Context: an optimization exercise on an open-source flow, tuned for small area and a short achievable clock period. The choices shown serve that exercise and are no tape-out recipe.
Only simulation tests tie the RTL to the original design; equivalence was not proved.
Power is estimated from default activity; no workload was simulated.

$ cat flow/config.mk
export PLATFORM = sky130hd
export DESIGN_NAME = atto
export DESIGN_NICKNAME = atto
export VERILOG_FILES = /design/flow/design.v
export SDC_FILE = /design/flow/constraint.sdc
export NUM_CORES = 4
export LEC_CHECK = 0
export CAP_MARGIN = 20
export CORE_MARGIN = 2
export CORE_UTILIZATION = 30
export SLEW_MARGIN = 20
$ cat flow/design.v
module m21 (
  input   wire sel,
  input   wire a,
  input   wire b,
  output  wire o
);
  assign o = sel ? b : a;
endmodule
module m21x8 (
  input   wire sel,
  input   wire [7:0] a,
  input   wire [7:0] b,
  output  wire [7:0] o
);
genvar index;
  generate
    for (index = 0; index < 8;index = index + 1)
      begin: m21_slice
        m21 m21 (
                  .sel(sel),
                  .a(a[index]),
                  .b(b[index]),
                  .o(o[index])
                );
        end
    endgenerate
endmodule  
module m21x40 (
  input   wire sel,
  input   wire [39:0] a,
  input   wire [39:0] b,
  output  wire [39:0] o
);
genvar index;
  generate
    for (index = 0; index < 5;index = index + 1)
      begin: m21x8_slice
        m21x8 m21x8 (
                  .sel(sel),
                  .a(a[7 + (index * 8) : index * 8]),
                  .b(b[7 + (index * 8) : index * 8]),
                  .o(o[7 + (index * 8) : index * 8])
                );
        end
    endgenerate
endmodule  
module m21x48 (
  input   wire sel,
  input   wire [47:0] a,
  input   wire [47:0] b,
  output  wire [47:0] o
);
genvar index;
  generate
    for (index = 0; index < 6;index = index + 1)
      begin: m21x8_slice
        m21x8 m21x8 (
                  .sel(sel),
                  .a(a[7 + (index * 8) : index * 8]),
                  .b(b[7 + (index * 8) : index * 8]),
                  .o(o[7 + (index * 8) : index * 8])
                );
        end
    endgenerate
endmodule  
module input_flow_handler
	(
		input	wire clka,
		input	wire rsta,
		input	wire diff_pair_p,
		input	wire diff_pair_n,
		output	wire pipe_en
	);
        reg	diff_pair_p_reg;
        reg	diff_pair_n_reg;
        wire	pipe_enable;
always @(posedge clka)
	begin
		if (rsta)
			begin
				diff_pair_p_reg <= 1'b1;
				diff_pair_n_reg <= 1'b0;
 			end
		else
			begin
				if (pipe_enable)
					begin
						diff_pair_p_reg <= ~diff_pair_p_reg;
						diff_pair_n_reg <= ~diff_pair_n_reg;
					end
			end
	end
    assign 	pipe_enable = ((diff_pair_p ^ diff_pair_p_reg) & (diff_pair_n ^ diff_pair_n_reg)) ? 1'b1 : 1'b0;
    assign	pipe_en     = pipe_enable;
endmodule 
module output_flow_handler
	(
		input	wire clka,
		input	wire rsta,
		input	wire toggle,
		output	wire diff_pair_p,
    output	wire diff_pair_n
	);
reg	diff_pair_p_reg;
reg	diff_pair_n_reg;
always @(posedge clka)
	begin
		if (rsta)
			begin
				diff_pair_p_reg <= 1'b1;
				diff_pair_n_reg <= 1'b0;
 			end
		else
			begin
				if (toggle)
					begin
						diff_pair_p_reg <= ~diff_pair_p_reg;
						diff_pair_n_reg <= ~diff_pair_n_reg;
					end
			end
	end
assign diff_pair_p = diff_pair_p_reg;
assign diff_pair_n = diff_pair_n_reg;
endmodule 
module inport #(parameter X_LOCAL = 2, parameter Y_LOCAL = 2)
  (
      input   wire clka,
      input   wire rsta,
      input   wire [1:0]  diff_pair_din,
      input   wire [47:0] channel_din,
      output  wire        request_dout,
      output  wire        x_hit_dout,
      output  wire        y_hit_dout,
      output  wire [47:0] packet_dout
  );
        wire  request_unreg;
        reg [47:0]  input_pipe_reg;
        reg request_reg;
input_flow_handler inport_flow_handler
  	(
  		.clka       (clka),
  		.rsta       (rsta),
  		.diff_pair_p(diff_pair_din[1]),
  		.diff_pair_n(diff_pair_din[0]),
  		.pipe_en    (request_unreg)
  	);  
assign packet_dout  = input_pipe_reg[47:0];
assign request_dout = request_reg;
assign x_hit_dout = (input_pipe_reg[47:44] == X_LOCAL) ? 1'b1 : 1'b0;
assign y_hit_dout = (input_pipe_reg[43:40] == Y_LOCAL) ? 1'b1 : 1'b0;
        always @(posedge clka)
            if (request_unreg)
                input_pipe_reg <= channel_din;
        always @(posedge clka)
            request_reg <= request_unreg;
endmodule
module arbitro (
    input wire [2:0] pe_request_bundle,
    input wire [2:0] north_request_bundle,
    input wire [2:0] east_request_bundle,
    output reg [1:0] pe_cfg_bundle,
    output reg [2:0] south_cfg_bundle,
    output reg [2:0] west_cfg_bundle,
    output reg      r2pe_ack
  );
  localparam  MUX_EAST  = 3'b111;
  localparam  MUX_NORTH = 3'b101;
  localparam  MUX_PE    = 3'b001;
  localparam  MUX_NULL  = 3'b000;
  localparam  PE_NULL   = 2'b00;
  wire [2:0] request_vector;
  assign request_vector = {east_request_bundle[0], north_request_bundle[0], pe_request_bundle[0]};
always @(*)
  begin
  west_cfg_bundle  = MUX_NULL;
  south_cfg_bundle = MUX_NULL;
  pe_cfg_bundle    = PE_NULL;
  r2pe_ack         = 1'b0;
    case (request_vector)
      3'b000:  
        begin
        end
      3'b001:  
        begin
          r2pe_ack = 1'b1;
          case (pe_request_bundle[2:1])
            2'b00:  west_cfg_bundle  = MUX_PE;     
            2'b01:  west_cfg_bundle  = MUX_PE;     
            2'b10:  south_cfg_bundle = MUX_PE;     
            2'b11:
              begin
                r2pe_ack = 1'b0;
                south_cfg_bundle = MUX_NULL;   
              end
          endcase
        end
      3'b010:  
        case (north_request_bundle[2:1])
          2'b00:  west_cfg_bundle  = MUX_NORTH;  
          2'b01:  west_cfg_bundle  = MUX_NORTH;  
          2'b10:  south_cfg_bundle = MUX_NORTH;  
          2'b11:  pe_cfg_bundle    = 2'b01;      
        endcase
      3'b011:  
        begin
          r2pe_ack = 1'b1;
          case (north_request_bundle[2:1])
              2'b00:
                begin
                  west_cfg_bundle  = MUX_NORTH;  
                  south_cfg_bundle = MUX_PE;     
                end
            2'b01:
              begin
                west_cfg_bundle  = MUX_NORTH;  
                south_cfg_bundle = MUX_PE;     
              end
            2'b10:
              begin
                south_cfg_bundle = MUX_NORTH;  
                west_cfg_bundle  = MUX_PE;     
              end
            2'b11:
              begin
                west_cfg_bundle = MUX_PE;     
                pe_cfg_bundle   = 2'b01;      
              end
          endcase
        end
      3'b100:  
        case (east_request_bundle[2:1])
          2'b00:  west_cfg_bundle  = MUX_EAST;  
          2'b01:  west_cfg_bundle  = MUX_EAST;  
          2'b10:  south_cfg_bundle = MUX_EAST;  
          2'b11:  pe_cfg_bundle    = 2'b11;   
        endcase
      3'b101:  
        begin
          r2pe_ack = 1'b1;
          case (east_request_bundle[2:1])
            2'b00:
              begin
                west_cfg_bundle  = MUX_EAST;  
                south_cfg_bundle = MUX_PE;    
              end
            2'b01:
              begin
                west_cfg_bundle  = MUX_EAST;  
                south_cfg_bundle = MUX_PE;    
              end
            2'b10:
              begin
                south_cfg_bundle = MUX_EAST;  
                west_cfg_bundle  = MUX_PE;    
              end
            2'b11:
              begin
                west_cfg_bundle = MUX_PE;   
                pe_cfg_bundle   = 2'b11;    
              end
          endcase
        end
      3'b110:  
        case (east_request_bundle[2:1])
          2'b00:
            begin
              west_cfg_bundle  = MUX_EAST;   
              south_cfg_bundle = MUX_NORTH;  
            end
          2'b01:
            begin
              west_cfg_bundle  = MUX_EAST;   
              south_cfg_bundle = MUX_NORTH;  
            end
          2'b10:
            begin
              south_cfg_bundle = MUX_EAST;   
              west_cfg_bundle  = MUX_NORTH;  
            end
          2'b11:
            begin
              west_cfg_bundle  = MUX_NORTH;  
              pe_cfg_bundle   = 2'b11;       
            end
        endcase
      3'b111:  
        case (east_request_bundle[2:1])
          2'b00:
            begin
              west_cfg_bundle  = MUX_EAST;   
              south_cfg_bundle = MUX_NORTH;  
            end
          2'b01:
            begin
              west_cfg_bundle  = MUX_EAST;   
              if (north_request_bundle[2:1] == 2'b11)
                begin
                  south_cfg_bundle  = MUX_PE;  
                  pe_cfg_bundle     = 2'b01;   
                  r2pe_ack          = 1'b1;
                end
              else
                  south_cfg_bundle = MUX_NORTH;  
            end
          2'b10:
            begin
              west_cfg_bundle  = MUX_NORTH;  
              if (north_request_bundle[2:1] == 2'b11)
                begin
                  west_cfg_bundle = MUX_PE;  
                  pe_cfg_bundle   = 2'b01;   
                  r2pe_ack        = 1'b1;
                end
              else
                south_cfg_bundle = MUX_EAST;   
            end
          2'b11:
            begin
              if (north_request_bundle[2:1] == 2'b01)
                begin
                  west_cfg_bundle  = MUX_NORTH;  
                  south_cfg_bundle = MUX_PE;     
                end
              else
                begin
                  west_cfg_bundle  = MUX_PE;     
                  south_cfg_bundle = MUX_NORTH;   
                end
              pe_cfg_bundle   = 2'b11;       
              r2pe_ack        = 1'b1;
            end
        endcase
    endcase  
  end  
endmodule
module crossbar
	(
		input 	wire [47:0]	  north_channel,
		input 	wire [47:0]	  east_channel,
		input 	wire [47:0]	  pe_in_channel,
		input	wire [1:0]	south_ctrl,
		input	wire [1:0]	west_ctrl,
		input	wire 				pe_out_ctrl,
		output	wire [47:0]	  south_channel,
		output	wire [47:0]	  west_channel,
		output	wire [39:0]	  pe_out_channel
	);
	wire [47:0] south_mux0_output;
	m21x48 m21x48_south_mux0(
		.sel	(south_ctrl[0]),
		.a		(north_channel),
		.b		(east_channel),
		.o		(south_mux0_output)
	);  
	m21x48 m21x48_south_mux1(
		.sel	(south_ctrl[1]),
		.a		(pe_in_channel),
		.b		(south_mux0_output),
		.o		(south_channel)
	);  
	wire [47:0] west_mux0_output;
	m21x48 m21x48_west_mux0(
		.sel	(west_ctrl[0]),
		.a		(north_channel),
		.b		(east_channel),
		.o		(west_mux0_output)
	);  
	m21x48 m21x48_west_mux1(
		.sel	(west_ctrl[1]),
		.a		(pe_in_channel),
		.b		(west_mux0_output),
		.o		(west_channel)
	);  
	m21x40 m21x40_pe(
		.sel	(pe_out_ctrl),
		.a		(north_channel[39:0]),
		.b		(east_channel[39:0]),
		.o		(pe_out_channel)
	);  
endmodule
module outport
  (
      input   wire clka,
      input   wire rsta,
      input  wire        toggle_din,
      input  wire [47:0] crossbar_din,
      output wire [1:0]  diff_pair_dout,
      output wire [47:0] channel_dout
  );
reg [47:0]  output_pipe_reg;
always @(posedge clka)
  if (toggle_din)
    output_pipe_reg <= crossbar_din;
assign channel_dout = output_pipe_reg;
output_flow_handler output_flow_handler
	(
		.clka(clka),
		.rsta(rsta),
		.toggle(toggle_din),
		.diff_pair_p(diff_pair_dout[1]),
    .diff_pair_n(diff_pair_dout[0])
	);
endmodule
module pe_custom_outport
  (
      input   wire clka,
      input   wire rsta,
      input  wire        r2pe_ack_din,
      input  wire        toggle_din,
      input  wire [39:0] crossbar_din,
      output wire        r2pe_ack_dout,
      output wire [1:0]  diff_pair_dout,
      output wire [39:0] channel_dout
  );
reg [39:0]  output_pipe_reg;
reg         r2pe_ack_reg;
always @(posedge clka)
  if (toggle_din)
    begin
      output_pipe_reg <= crossbar_din;
      r2pe_ack_reg    <= r2pe_ack_din;
    end
assign channel_dout  = output_pipe_reg;
assign r2pe_ack_dout = r2pe_ack_reg;
output_flow_handler output_flow_handler
	(
		.clka(clka),
		.rsta(rsta),
		.toggle(toggle_din),
		.diff_pair_p(diff_pair_dout[1]),
    .diff_pair_n(diff_pair_dout[0])
	);
endmodule
module atto #(parameter X_LOCAL = 2, parameter Y_LOCAL = 2)
  (
    input   wire clka,
    input   wire rsta,
      input wire [47:0] north_channel_din,
      input wire [1:0]  north_diff_pair_din,
      input wire [47:0] east_channel_din,
      input wire [1:0]  east_diff_pair_din,
      input wire [47:0] pe_channel_din,
      input wire [1:0]  pe_diff_pair_din,
      output wire [47:0]  south_channel_dout,
      output wire [1:0]   south_diff_pair_dout,
      output wire [47:0]  west_channel_dout,
      output wire [1:0]   west_diff_pair_dout,
      output wire [39:0]  pe_channel_dout,
      output wire [1:0]   pe_diff_pair_dout,
      output wire         r2pe_ack_dout
  );
  wire [2:0]  north_request_bundle;
  wire [47:0] north_packet_reg;
    inport  #(
              .X_LOCAL  (X_LOCAL),
              .Y_LOCAL  (Y_LOCAL)
            )
    north_inport
      (
          .clka (clka),
          .rsta (rsta),
          .diff_pair_din  (north_diff_pair_din),
          .channel_din    (north_channel_din),
          .request_dout   (north_request_bundle[0]),
          .x_hit_dout     (north_request_bundle[2]),
          .y_hit_dout     (north_request_bundle[1]),
          .packet_dout    (north_packet_reg)
      );  
  wire [2:0]  east_request_bundle;
  wire [47:0] east_packet_reg;
    inport  #(
              .X_LOCAL  (X_LOCAL),
              .Y_LOCAL  (Y_LOCAL)
            )
    east_inport
      (
          .clka (clka),
          .rsta (rsta),
          .diff_pair_din  (east_diff_pair_din),
          .channel_din    (east_channel_din),
          .request_dout   (east_request_bundle[0]),
          .x_hit_dout     (east_request_bundle[2]),
          .y_hit_dout     (east_request_bundle[1]),
          .packet_dout    (east_packet_reg)
      );  
  wire [2:0]  pe_request_bundle;
  wire [47:0] pe_packet_reg;
  inport  #(
            .X_LOCAL  (X_LOCAL),
            .Y_LOCAL  (Y_LOCAL)
          )
  pe_inport
    (
        .clka (clka),
        .rsta (rsta),
        .diff_pair_din  (pe_diff_pair_din),
        .channel_din    (pe_channel_din),
        .request_dout   (pe_request_bundle[0]),
        .x_hit_dout     (pe_request_bundle[2]),
        .y_hit_dout     (pe_request_bundle[1]),
        .packet_dout    (pe_packet_reg)
    );  
wire [1:0] pe_cfg_bundle;
wire [2:0] south_cfg_bundle;
wire [2:0] west_cfg_bundle;
wire    r2pe_ack;
  arbitro arbiter(
      .pe_request_bundle    (pe_request_bundle),
      .north_request_bundle (north_request_bundle),
      .east_request_bundle  (east_request_bundle),
      .pe_cfg_bundle        (pe_cfg_bundle),
      .south_cfg_bundle     (south_cfg_bundle),
      .west_cfg_bundle      (west_cfg_bundle),
        .r2pe_ack           (r2pe_ack)
  );
wire [47:0] south_packet_out;
wire [47:0] west_packet_out;
wire [39:0] pe_packet_out;
  crossbar  crossbar
  	(
  		.north_channel  (north_packet_reg),
  		.east_channel   (east_packet_reg),
  		.pe_in_channel  (pe_packet_reg),
  		.south_ctrl     (south_cfg_bundle[2:1]),
  		.west_ctrl      (west_cfg_bundle[2:1]),
  		.pe_out_ctrl    (pe_cfg_bundle[1]),
  		.south_channel   (south_packet_out),
  		.west_channel    (west_packet_out),
  		.pe_out_channel  (pe_packet_out)
  	);
    outport south_outport
      (
          .clka (clka),
          .rsta (rsta),
          .toggle_din     (south_cfg_bundle[0]),
          .crossbar_din   (south_packet_out),
          .diff_pair_dout (south_diff_pair_dout),
          .channel_dout   (south_channel_dout)
      );
    outport west_outport
      (
          .clka (clka),
          .rsta (rsta),
          .toggle_din     (west_cfg_bundle[0]),
          .crossbar_din   (west_packet_out),
          .diff_pair_dout (west_diff_pair_dout),
          .channel_dout   (west_channel_dout)
      );
  pe_custom_outport pe_outport
    (
      .clka (clka),
      .rsta (rsta),
        .r2pe_ack_din   (r2pe_ack),
        .toggle_din     (pe_cfg_bundle[0]),
        .crossbar_din   (pe_packet_out),
        .r2pe_ack_dout  (r2pe_ack_dout),
        .diff_pair_dout (pe_diff_pair_dout),
        .channel_dout   (pe_channel_dout)
    );
endmodule
$ cat flow/run.sh
#!/bin/bash
# synth_recipe.tcl (not shown) runs the flow's synth.tcl, then flattens the netlist and writes it again
# the make line also repeats each setting of config.mk as NAME=value (left out here)
make -C /OpenROAD-flow-scripts/flow DESIGN_CONFIG=/design/flow/config.mk WORK_HOME=/design/flow/orfs CLKGATE_MAP_FILE= SYNTH_SCRIPT=/design/flow/synth_recipe.tcl finish
$ cat flow/constraint.sdc
create_clock -name core_clock -period 3.2 [get_ports {clka}]
set_input_delay 0.6400 -clock core_clock [delete_from_list [all_inputs] [get_ports {clka}]]
set_output_delay 0.6400 -clock core_clock [all_outputs]
set_load 0.01 [all_outputs]
==> flow_summary.toml <==
[critical_path]
crit_type = "reg2reg"
critPathMaxFanout = 17
required_ns = 3.48
ff2ff_setup_slack_ns = 0.21
cp.arrival_ns = 3.27
r2r_start = "east_inport.input_pipe_reg[40]"
worstSetupEndpointType = "register"
setup.worst_path.start_class = "register"
r2r-end = "south_outport.output_pipe_reg[21]"
r2r_cells = 8

[timing]
fin_tns_setup_ns = 0
worst-slew-pin-transition_ns = 0.852
grt_setup_unrepaired = "false"
slew_headroom = 0.432
fmax_mhz = 335
fin_crit_ns = 2.99
final-setup-viol-count = 0
holdWs_ns = 0.465
hold_viol = 0
finalMaxSlewViolations = 0
clock_skew_ns = 0.0199
fin_crit_sh = 0.934

[synthesis]
async_flop_share = 0
syn_nets = 875
synth.top_cell.area_share = 0.696
ys_ff_latch = 296
synth_edf_count = 281
synthFlopType = "edfxtp_1"
synth_cell_types = 43
yosys.area.top_type = "edfxtp_1"
syn-mean-instance-area_um2 = 16.9
synth_most_common_cell = "edfxtp_1"
syn_area_um2 = 12100
yosys_warnings = 6
yosysSeqAreaShare = 0.721
syn_inst = 717
synthTopCellsByArea = "edfxtp_1, mux2_2, mux2i_1"
synth_common_cells = "edfxtp_1, mux2_2, nor2_1"

[cells_and_area]
drive_above_1_share = 0.170
nNetsFinal = 1186
num_antenna_cells = 0
synthToLayoutAreaGrowth_pct = 39.7
fin_util = 0.425

[clocking]
cts.path.max_buffers = 3
hold_buffers = 0
clockRootBuffer = "clkbuf_16"
cts_resized = 0
cts_sinks = 296
htree_levels = 2
cts_tree = "built"
numCtsBuffers = 34
cts_setup_buffers = 0
insertion_delay_ns = 0.53
clk_pin_slew_ns = 0.06

[power]
power_leakage_uw = 0.00581
swShare = 0.258
seq_power_share = 0.470
p_sw_uw = 2830
vdd_drop_max_v = 0.000329
pwr-share-comb = 0.194
p_int_uw = 8160
cellPowerDensity_nw_per_um2 = 649
p_clk_frac = 0.336

[global_route]
track_usage = 0.161
grt_overflow_total = 0
grt_max_degree = 59
grt_pass1_wl_mm = 49.0
first_global_vias = 7623
antenna_found_initial = 0

[outcome]
run_status = "complete, no violations"

[drt]
ant_nets = 0
drc = 0
via_count = 7190
drtPass1Iterations = 4
drt_iter0_markers = 343
wire_per_inst_um = 21.5
drt-total-wl_mm = 33.9
via_per_inst = 4.56

[floorplan]
chipHeight_um = 205
core-area_um2 = 39800
row_count = 73
die_x_um = 205
start_util = 0.304
io_pins = 295
die_area_um2 = 42000

[min_path]
min_from = "pe_inport.inport_flow_handler.diff_pair_n_reg"
hold_class = "reg2reg"
hold-path-endpoint = "pe_inport.inport_flow_handler.diff_pair_n_reg"
whs_path_depth = 2

[placement]
place.gp.congestion = 0.760
io_buffers = 294
hpwl_mm = 21.8

[job]
maxCapViolCount = 0
[worst max-delay path, stage by stage, from the launching register on]
cell      delay (ns)
edfxtp_1        0.40
or4b_4          0.60
ha_1            0.27
nand4_1         0.13
a21oi_1         0.08
a32oi_4         0.26
buf_4           0.34
mux2_2          0.37
mux2_1          0.28
[power groups by stage]
stage	Combinational, uW	Sequential [uW]	Clock, uW
5_1_grt	2300	5220	3970
6_report	2130	5170	3690
2_1_floorplan	842	5320	0
3_5_place_dp	2180	5250	0
3_3_place_gp	2160	5250	0
4_1_cts	2180	5180	3820
[kinds of logic after synthesis]
kind of cell / synth area share
xor+xnor: 0.00650
simple gates: 0.0390
flops: 0.721
mux: 0.170
buf+inv: 0.0206
compound gates: 0.0365
fa+ha+maj: 0.00619
[worst max path at each step]
stage | startpoint | endpoint | slack (ns) | depth (start not counted)
floorplan | east_inport.input_pipe_reg[44] | south_outport.output_pipe_reg[0] | 0.05 | 7
global placement | east_inport.input_pipe_reg[40] | south_outport.output_pipe_reg[21] | 0.23 | 8
finish | east_inport.input_pipe_reg[40] | south_outport.output_pipe_reg[21] | 0.21 | 8
CTS | east_inport.input_pipe_reg[40] | south_outport.output_pipe_reg[21] | 0.16 | 8
global route | east_inport.input_pipe_reg[40] | south_outport.output_pipe_reg[21] | 0.07 | 8
detailed placement | east_inport.input_pipe_reg[40] | south_outport.output_pipe_reg[21] | 0.16 | 8
[area by class of cell]
cell class,count,area [um^2]
clock inverter,16,126
multi-input combinational,375,3220
sequential,296,8740
inverter,5,22.5
fill,3623,22900
timing repair buffer,316,3260
clock buffer,45,913
tap,525,657
[routing by layer]
layer,share of wire,routed length (um),track usage
met1,0.41,13900,0.198
met2,0.49,16800,0.272
met3,0.073,2490,0.0444
met4,0.023,781,0.0527
met5,0,0,0
[through the flow]
stage               power, uW  area, um^2  worst slack [ns]  cells
detailed placement       7430       15900             0.155   1517
global route            11500       16900            0.0716   1578
CTS                     11200       16900             0.161   1578
finish                  11000       16900             0.211   1578
floorplan                6160       12200            0.0477    717
global placement         7410       15900             0.233   1517
[cells in the final DEF (no fill, tap or decap), drive strengths merged, types with 2 or more instances in the layout]
| cell | count |
|---|---|
| clkdlybuf4s50 | 294 |
| edfxtp | 281 |
| mux2 | 139 |
| nor2 | 60 |
| a21oi | 56 |
| mux2i | 50 |
| clkbuf | 45 |
| buf | 22 |
| dfxtp | 15 |
| clkinv | 12 |
| nor2b | 9 |
| xnor2 | 8 |
| nand2 | 8 |
| ha | 6 |
| inv | 6 |
| nand2b | 5 |
| nor4b | 4 |
| a211oi | 4 |
| nand3 | 3 |
| a211o | 3 |
| o31ai | 2 |
| a31oi | 2 |
| bufinv | 2 |
| or4b | 2 |
| o21ai | 2 |

==> re-timing with driven ports <==
How much do the figures lean on ideal ports? The routed layout below was timed once more, with nothing changed but the port constraints. Step 1, drivers: a clkbuf_16 drives clka and a buf_2 each remaining input, both assumed. Step 2 adds t to the input delays and takes it off the output delays; t is the mean of the earliest and latest rising clock arrival at the registers after step 1. Input paths then give back, and output paths get back, about the clock's delay inside the block. a / b / c = ideal / step 1 / step 2; a / b = the first two.
shift t [ns]: 0.573
setup slack, ns: 0.211 / 0.211 / 0.211
worst slew at a driven data input, ns: 0.08
After both steps setup and hold are still met in this run. For this run, drivers alone change the setup slack by 0.000 ns; drivers and shift together by 0.000 ns.
